This design comes from an exercise in tuning for small area and a short achievable clock period on the open sky130 flow, not from production work.
The RTL was checked by simulation tests, not by an equivalence proof against the original design.

==> flow/design.v (outline; a module is shown in full before it is edited, if it fits) <==
// module FullAdder: 10 lines
// module HalfAdder: 9 lines
// module XnorCell: 7 lines
// module OrCell: 7 lines
// module XorCell: 7 lines
// module BlackN: 11 lines
// module BlackP: 11 lines
// module GrayN: 8 lines
// module GrayP: 8 lines
// module Inv: 6 lines
// module SumGate: 8 lines
// module SumGateN: 8 lines
// module AndGate: 7 lines
// module NorCell: 7 lines
// module Sel1: 7 lines
// module AndCell: 7 lines
// module NandCell: 7 lines
// module PPSel: 11 lines
// module BoothXnor: 7 lines
// module BoothSelN: 9 lines
// module BoothSignP: 8 lines
// module Booth: 3055 lines
// module BoothSeq: 22 lines
module BoothSeq(
    A,
    B,
    clk,
    reset,
    result
);
  // ...
==> flow/flow/run.sh <==
#!/bin/bash
# The standard layout (the standard.sh: standard synthesis, then ORFS to
# finish), except that the port buffers are the smallest plain buffer
# instead of the delay cell buffer_ports picks by default.
set -euo pipefail
export BUFFER_PORTS_ARGS="-buffer_cell sky130_fd_sc_hd__buf_1"
bash standard.sh > standard.log 2>&1
==> flow/standard.sh <==
#!/bin/bash
# synth_recipe.tcl (not shown) runs the flow's synth.tcl, then flattens the netlist and writes it again
# the make line also repeats each setting of config.mk as NAME=value (left out here)
make -C /OpenROAD-flow-scripts/flow DESIGN_CONFIG=/design/flow/config.mk WORK_HOME=/design/flow/orfs CLKGATE_MAP_FILE= SYNTH_SCRIPT=/design/flow/synth_recipe.tcl "${@:-finish}"
==> flow/config.mk <==
export PLATFORM = sky130hd
export DESIGN_NAME = BoothSeq
export DESIGN_NICKNAME = BoothSeq
export VERILOG_FILES = /design/flow/design.v
export SDC_FILE = /design/flow/constraint.sdc
export NUM_CORES = 4
export LEC_CHECK = 0
export CAP_MARGIN = 20
export CORE_MARGIN = 2
export CORE_UTILIZATION = 40
export SLEW_MARGIN = 20
export SYNTH_HIERARCHICAL = 1
==> flow/constraint.sdc <==
create_clock -name core_clock -period 70.0 [get_ports {clk}]
set_input_delay 14.0000 -clock core_clock [delete_from_list [all_inputs] [get_ports {clk}]]
set_output_delay 14.0000 -clock core_clock [all_outputs]
set_load 0.01 [all_outputs]
==> results.txt, run 1 <==
- Worst-case hold path end point: result[2]$_DFF_P_
- Setup violators final: 0
- Critical Path, Cell by Cell: buf_1
- Area used by sequential logic in the layout: approximately 2600 um^2
- Setup clock skew after layout: 0.0193 ns
- Number of endpoints with negative hold slack in the final report: 0
- Met2 WL post-DR: 38,700 um
- Cell type group with the largest total delay on the critical path: flip-flops
- Setup ws final: 55.03 ns
- Starting density of the core: between 40% and 50%
- Run status: timing/DRC/antenna clean
- Worst-skew pair later-pin latency: 0.49 ns
- Final core utilization: 45.2%
- Vias in the first global route: 21,753
- Clock input transition at the sequential cells of the worst setup and hold paths: around 0.060 ns
- Drt initial violations: 6,241
- Reg2reg path depth: 35
- Clock-cell share of area: 2.38%
- Slowest cell delay on critical path: 0.33 ns
- Share of cells above drive strength 1: 14.8%
- Largest class: multi-input gates
- Number of buffers added by the clock tree synthesis step: 17
- Number of cells on the worst hold path: 3
- CTS tree: done
- Remaining antenna violation count after routing: 0
- Multi-input comb cells: 1,547
- Number of buffers inserted by port buffering: 129
- Total detailed-routing wirelength: 88,800 um
- DRC viols: 0
- Post-Syn Area: 21,500 um^2
- Fraction of area in multi-input gates: 77.2%
==> run 2, diff against run 1 <==
--- a/flow/config.mk
+++ b/flow/config.mk
@@ -5,8 +5,10 @@
 export SDC_FILE = /design/flow/constraint.sdc
 export NUM_CORES = 4
 export LEC_CHECK = 0
-export CAP_MARGIN = 20
+export CAP_MARGIN = 5
 export CORE_MARGIN = 2
 export CORE_UTILIZATION = 40
-export SLEW_MARGIN = 20
+export CTS_CLUSTER_SIZE = 30
+export PLACE_DENSITY = 0.45
+export SLEW_MARGIN = 5
 export SYNTH_HIERARCHICAL = 1
==> results.txt, run 2 <==
- Total detailed-routing wirelength: 97,800 um (was 88,800 um)
- Number of endpoints with negative hold slack in the final report: 0 (unchanged)
- First-pass iteration count of the detailed router: 15 (was 22)
- Total gr overflow: 0 (unchanged)
- Die Footprint: 55,700 um^2 (unchanged)
- Post-route cell area: 24,100 um^2 (was 24,200 um^2)
- Critical Path, Cell by Cell: buf_1 (unchanged)
- Pin slew with the least headroom to its limit: 1.42 ns (was 1.07 ns)
- Worst-skew pair later-pin latency: 0.52 ns (was 0.49 ns)
- Endpoint arrival time on the critical path: 1.00 ns (was 0.98 ns)
- Total nets after synthesis: 2,394 (unchanged)
- Global-route wire length before repair: 147,000 um (was 134,000 um)
- RSZ-0062 raised after global routing: false (unchanged)
- Number of placed I/O pins: 130 (unchanged)
- Buffers & Inverters on Critical Path: 1 (unchanged)
- Max Slew Vio Count: 0 (unchanged)
- Largest Register: result (unchanged)
- Max_slew headroom: 5.07% (was 28.6%)
- Number of buffers inserted by port buffering: 129 (unchanged)
- Largest net degree at the start of global routing: 65 (was 49)
- Max-cap viol count: 0 (unchanged)
- Weighted congestion at the end of routability-driven global placement: 0.911 (was 0.929)
- Final core utilization: 45.1% (was 45.2%)
- Number of core rows: 85 (unchanged)
- Launching element type of the critical path: register (unchanged)
- Setup violators final: 0 (unchanged)
- Filler Cells Inserted: 5,078 (was 4,984)
- Required time worst endpoint: 56.00 ns (about the same)
- Total routing resource utilization after global routing: 35.6% (was 32.0%)
- Vias per Instance: 7.53 (was 7.64)
- Post-Synthesis Mean Instance Area: 12.0 um^2 (unchanged)
- Worst min-delay path class: register to register (unchanged)
- Commonest non-fill, non-tap cell in the layout: sky130_fd_sc_hd__a222oi_1 (unchanged)
- Clock input transition at the sequential cells of the worst setup and hold paths: 0.11 ns (was 0.06 ns)
- Hold bufs inserted after CTS: 0 (unchanged)
- Number of H-tree levels: 4 (unchanged)
- DRC viols: 0 (unchanged)
- Share of cells above drive strength 1: 14.2% (was 14.8%)
- Layout Area Growth over Synthesis: 12.1% (was 12.4%)
- Post-Syn Area: 21,500 um^2 (unchanged)
- Cell type group with the largest total delay on the critical path: flip-flops (unchanged)
- Commonest non-fill, non-tap cells in the layout: sky130_fd_sc_hd__a222oi_1, sky130_fd_sc_hd__fa_1, sky130_fd_sc_hd__buf_1, sky130_fd_sc_hd__dfxtp_1, sky130_fd_sc_hd__nor2_1 (unchanged)
- Clock root buffer: sky130_fd_sc_hd__clkbuf_16 (unchanged)
- DP HPWL: 62,300 um (was 57,400 um)
- Period utilisation layout: 21.4% (about the same)
- Sum of negative setup slack: 0 ns (unchanged)
- Vias in the first global route: 21,591 (was 21,753)
- Remaining antenna violation count after routing: 0 (unchanged)
- Cells after synthesis: 1,801 (unchanged)
- Via count: 20,276 (was 20,577)
- Drt initial violations: 5,749 (was 6,241)
- CTS tree: done (unchanged)
- Core area: 53,500 um^2 (unchanged)
- Setup clock skew after layout: 0.0389 ns (was 0.0193 ns)
- Maximum fanout along the worst path: 1 (unchanged)
- Maximum number of buffers from clock root to sink: 2 (unchanged)
- Max Clk Rate: 66.7 MHz (was 66.8 MHz)
- Final-stage net count: 2,576 (was 2,578)
- Crit. End Element: output pin (unchanged)
- DIE WIDTH: 236 um (unchanged)
- Setup ws final: 55.00 ns (was 55.03 ns)
- Post-CTS setup-driven buffer insertion count: 0 (unchanged)
- Class of the most critical setup path: register to output pin (unchanged)
- Placed Instance Area: 23,500 um^2 (was 23,600 um^2)
- Number of antenna violations at the first check in global routing: 0 (unchanged)
- Average wire per cell in the routed design: 36.3 um (was 33.0 um)
- Run status: timing/DRC/antenna clean (unchanged)
- Starting density of the core: 40.2% (unchanged)
- Slowest cell delay on critical path: 0.33 ns (about the same)
- Sinks on Clock Net: 129 (unchanged)
- Max FFs per register: 64 (unchanged)
- Worst slack, placed: 54.82 ns (was 54.53 ns)
- Count of cells resized by post-cts repair: 0 (unchanged)
- Number of buffers added by the clock tree synthesis step: 17 (unchanged)
- Largest registers: result (64), AReg (32), BReg (32) (unchanged)
- Yosys synthesis warning count: 7 (unchanged)
- Antenna diodes: 0 (unchanged)
- Period minus WS final: 15.00 ns (was 14.98 ns)
- Die extent in y: 236 um (unchanged)
- Slowest cell on the critical path: sky130_fd_sc_hd__dfxtp_1 (unchanged)
-- run 2: area by class of cell --
class | count | area (um^2) | area share (%)
multi-input combinational | 1547 | 18600 | 77.1
sequential | 129 | 2600 | 10.8
timing repair buffer | 227 | 1220 | 5.06
tap | 696 | 871 | 3.61
clock buffer | 17 | 425 | 1.76
inverter | 61 | 229 | 0.949
clock inverter | 15 | 193 | 0.799
-- run 2: final timing paths --
check                     startpoint                 end  slack [ns]  cells past startpoint
hold reg to reg      BReg[0]$_DFF_P_   result[0]$_DFF_P_        0.51                      2
hold / removal       BReg[0]$_DFF_P_   result[0]$_DFF_P_        0.51                      2
setup / recovery  result[54]$_DFF_P_          result[54]       55.00                      1
setup reg to reg     AReg[1]$_DFF_P_  result[62]$_DFF_P_       57.77                     33
-- run 2: routing by layer --
metal	vias to the layer above	routed length (um)	track usage [%]
met5	-	0	0
met4	0	5920	20.1
met3	335	14100	10.4
met2	1921	41900	52.2
met1	10189	35800	47.2
li1	7831	-	-
-- run 2: worst register-to-register path, delay by kind of cell, from the launching register on --
kind,cells,cell delay [ns]
simple gates,7,1.25
compound gates,10,4.22
flops,1,0.31
fa+ha+maj,10,4.43
buf+inv,4,0.64
xor+xnor,2,1.25
-- run 2: metrics by stage --
stage | hold WS, ns | std cells
finish | 0.515 | 2692
global route | 0.553 | 2692
CTS | 0.518 | 2692
detailed placement | 0.507 | 2660
global placement | 0.494 | 2660
floorplan | 0.561 | 1801
==> run 3, diff against run 2 <==
==> flow/config.mk (replaced) <==
export PLATFORM = sky130hd
export DESIGN_NAME = BoothSeq
export DESIGN_NICKNAME = BoothSeq
export VERILOG_FILES = /design/flow/design.v
export SDC_FILE = /design/flow/constraint.sdc
export NUM_CORES = 4
export LEC_CHECK = 0
export CAP_MARGIN = 10
export CORE_MARGIN = 2
export CORE_UTILIZATION = 40
export CTS_CLUSTER_SIZE = 30
export SLEW_MARGIN = 10
export SYNTH_HIERARCHICAL = 1
==> results.txt, run 3 <==
- Period minus WS final: 14.97 ns (was 15.00 ns)
- Cell type group with the largest total delay on the critical path: flip-flops (unchanged)
- Buffers & Inverters on Critical Path: 1 (unchanged)
- Global-route wire length before repair: 134,000 um (was 147,000 um)
- Number of core rows: 85 (unchanged)
- Yosys synthesis warning count: 7 (unchanged)
- Final-stage net count: 2,578 (was 2,576)
- Post-Syn Area: 21,500 um^2 (unchanged)
- Via count: 20,524 (was 20,276)
- Max_slew headroom: 13.0% (was 5.07%)
- Vias per Instance: 7.62 (was 7.53)
- Reg2reg path depth: 33 (unchanged)
- Number of buffers inserted by port buffering: 129 (unchanged)
- Vias in the first global route: 21,789 (was 21,591)
- Largest Register: result (unchanged)
- Hold wc startpoint: BReg[2]$_DFF_P_ (was BReg[0]$_DFF_P_)
- Total detailed-routing wirelength: 88,000 um (was 97,800 um)
- Commonest non-fill, non-tap cell in the layout: sky130_fd_sc_hd__a222oi_1 (unchanged)
- Maximum fanout along the worst path: 1 (unchanged)
- Number of placed I/O pins: 130 (unchanged)
- RSZ-0062 raised after global routing: false (unchanged)
- DP HPWL: 57,400 um (was 62,300 um)
- Clock root buffer: sky130_fd_sc_hd__clkbuf_16 (unchanged)
- Commonest non-fill, non-tap cells in the layout: sky130_fd_sc_hd__a222oi_1, sky130_fd_sc_hd__fa_1, sky130_fd_sc_hd__buf_1, sky130_fd_sc_hd__dfxtp_1, sky130_fd_sc_hd__nor2_1 (unchanged)
- Layout Area Growth over Synthesis: 12.4% (was 12.1%)
- Sinks on Clock Net: 129 (unchanged)
- Number of antenna violations at the first check in global routing: 0 (unchanged)
- DIE WIDTH: 236 um (unchanged)
- Period utilisation layout: 21.4% (about the same)
- Number of buffers added by the clock tree synthesis step: 17 (unchanged)
- Largest net degree at the start of global routing: 49 (was 65)
- Filler Cells Inserted: 4,945 (was 5,078)
- Maximum number of buffers from clock root to sink: 2 (unchanged)
- Launching element type of the critical path: register (unchanged)
- Number of H-tree levels: 4 (unchanged)
- Setup violators final: 0 (unchanged)
- Largest registers: result (64), AReg (32), BReg (32) (unchanged)
- Reg2Reg Launch Point: AReg[1]$_DFF_P_ (unchanged)
- Critical path capture point: result[56] (was result[54])
- Run status: timing/DRC/antenna clean (unchanged)
- Terminus of the critical flop-to-flop path: result[62]$_DFF_P_ (unchanged)
- Antenna diodes: 0 (unchanged)
- Die extent in y: 236 um (unchanged)
- Worst min-delay path class: register to register (unchanged)
- Max Clk Rate: 66.8 MHz (was 66.7 MHz)
- Share of cells above drive strength 1: 14.8% (was 14.2%)
- Path length in cells of the critical path: 1 (unchanged)
- Drt initial violations: 6,378 (was 5,749)
- Number of endpoints with negative hold slack in the final report: 0 (unchanged)
- CTS tree: done (unchanged)
- Core area: 53,500 um^2 (unchanged)
- Max FFs per register: 64 (unchanged)
- Count of cells resized by post-cts repair: 0 (unchanged)
- Cells after synthesis: 1,801 (unchanged)
- Setup ws final: 55.03 ns (was 55.00 ns)
- Worst slack, placed: 54.52 ns (was 54.82 ns)
- Sum of negative setup slack: 0 ns (unchanged)
- Die Footprint: 55,700 um^2 (unchanged)
- Critical Path, Cell by Cell: buf_1 (unchanged)
- Required time worst endpoint: 56.00 ns (about the same)
- Worst R2R Setup Slack: 58.70 ns (was 57.77 ns)
- Setup clock skew after layout: 0.0365 ns (was 0.0389 ns)
- Post-Synthesis Mean Instance Area: 12.0 um^2 (unchanged)
- Total routing resource utilization after global routing: 31.8% (was 35.6%)
- Total nets after synthesis: 2,394 (unchanged)
- Pin slew with the least headroom to its limit: 1.30 ns (was 1.42 ns)
- Post-CTS setup-driven buffer insertion count: 0 (unchanged)
- Endpoint arrival time on the critical path: 0.97 ns (was 1.00 ns)
- DRC viols: 0 (unchanged)
- Weighted congestion at the end of routability-driven global placement: 0.929 (was 0.911)
- Clock input transition at the sequential cells of the worst setup and hold paths: 0.08 ns (was 0.11 ns)
- Average wire per cell in the routed design: 32.7 um (was 36.3 um)
- Slowest cell delay on critical path: 0.32 ns (was 0.33 ns)
- Worst-skew pair later-pin latency: 0.50 ns (was 0.52 ns)
- Slowest cell on the critical path: sky130_fd_sc_hd__dfxtp_1 (unchanged)
- Max Slew Vio Count: 0 (unchanged)
- Max-cap viol count: 0 (unchanged)
- Critical path startpoint: result[56]$_DFF_P_ (was result[54]$_DFF_P_)
- Class of the most critical setup path: register to output pin (unchanged)
- Starting density of the core: 40.2% (unchanged)
- Total gr overflow: 0 (unchanged)
- Hold bufs inserted after CTS: 0 (unchanged)
- Crit. End Element: output pin (unchanged)
- First-pass iteration count of the detailed router: 19 (was 15)
- Remaining antenna violation count after routing: 0 (unchanged)
[run 3: routing by layer]
layer	track usage [%]	up-vias	share of wire, %
met5	0	-	0
met4	20.4	0	7.5
met3	12.8	491	16
met2	48.9	2136	44
met1	36.9	10064	32
li1	-	7833	-
[run 3: tightest hold or removal path, cell delays in order, from the launching register on]
cell	delay [ns]
sky130_fd_sc_hd__dfxtp_1	0.34
sky130_fd_sc_hd__nand2_1	0.11
sky130_fd_sc_hd__xnor2_1	0.08
sky130_fd_sc_hd__nor2_1	0.07
[run 3: layout make-up]
| cell class | instances | area, um^2 | share of cell area, % |
|---|---|---|---|
| multi-input cells | 1547 | 18700 | 77.1 |
| well taps | 696 | 871 | 3.60 |
| inverters | 61 | 229 | 0.946 |
| clock buffers | 18 | 439 | 1.81 |
| repair buffers | 229 | 1230 | 5.10 |
| clock inverters | 13 | 175 | 0.724 |
| flip-flops and latches | 129 | 2600 | 10.7 |
[run 3: how the worst min path moves through the flow]
stage / cells past startpoint / end / slack [ns]
after floorplan: 3 / result[0]$_DFF_P_ / 0.56
after global placement: 3 / result[2]$_DFF_P_ / 0.61
after detailed placement: 3 / result[2]$_DFF_P_ / 0.62
after CTS: 3 / result[2]$_DFF_P_ / 0.65
after global routing: 3 / result[2]$_DFF_P_ / 0.66
final: 3 / result[2]$_DFF_P_ / 0.64
[run 3: through the flow]
stage / hold slack, ns / util, % / instance area, um^2 / cells
finish: 0.642 / 45.2 / 24200 / 2693
detailed placement: 0.618 / 44.0 / 23600 / 2662
floorplan: 0.561 / - / 21500 / 1801
global route: 0.662 / 45.2 / 24200 / 2693
global placement: 0.610 / 44.0 / 23600 / 2662
CTS: 0.648 / 45.2 / 24200 / 2693

-- static timing again, ports no longer ideal --
How much do the figures lean on ideal ports? The routed layouts below were timed once more, with nothing changed but the port constraints. Step 1: set_driving_cell puts a clkbuf_16 on clk and a buf_2 on each other input, an assumption about the parent block. Step 2 times the ports against the registers' clock, not the clock port: input delays grow and output delays shrink by t, the midpoint of the rising clock arrivals with the driver on. Slacks: ideal / step 1 / step 2; pairs: ideal / step 1.
run | t, ns | slack for setup (ns) | hold slack, ns | worst data-port slew with drivers (ns) | cell pins on the clock port's net
run 1 | 0.542 | 55.025 / 54.963 / 54.591 | 0.621 / 0.621 / 0.621 | 0.06 | 1
run 2 | 0.559 | 55.003 / 54.943 / 54.813 | 0.515 / 0.515 / 0.515 | 0.05 | 1
run 3 | 0.542 | 55.027 / 54.969 / 54.555 | 0.642 / 0.642 / 0.642 | 0.07 | 1
After both steps every run listed still meets setup and hold. For run 3, which loses most, drivers alone change the setup slack by -0.058 ns; drivers and shift together by -0.472 ns.
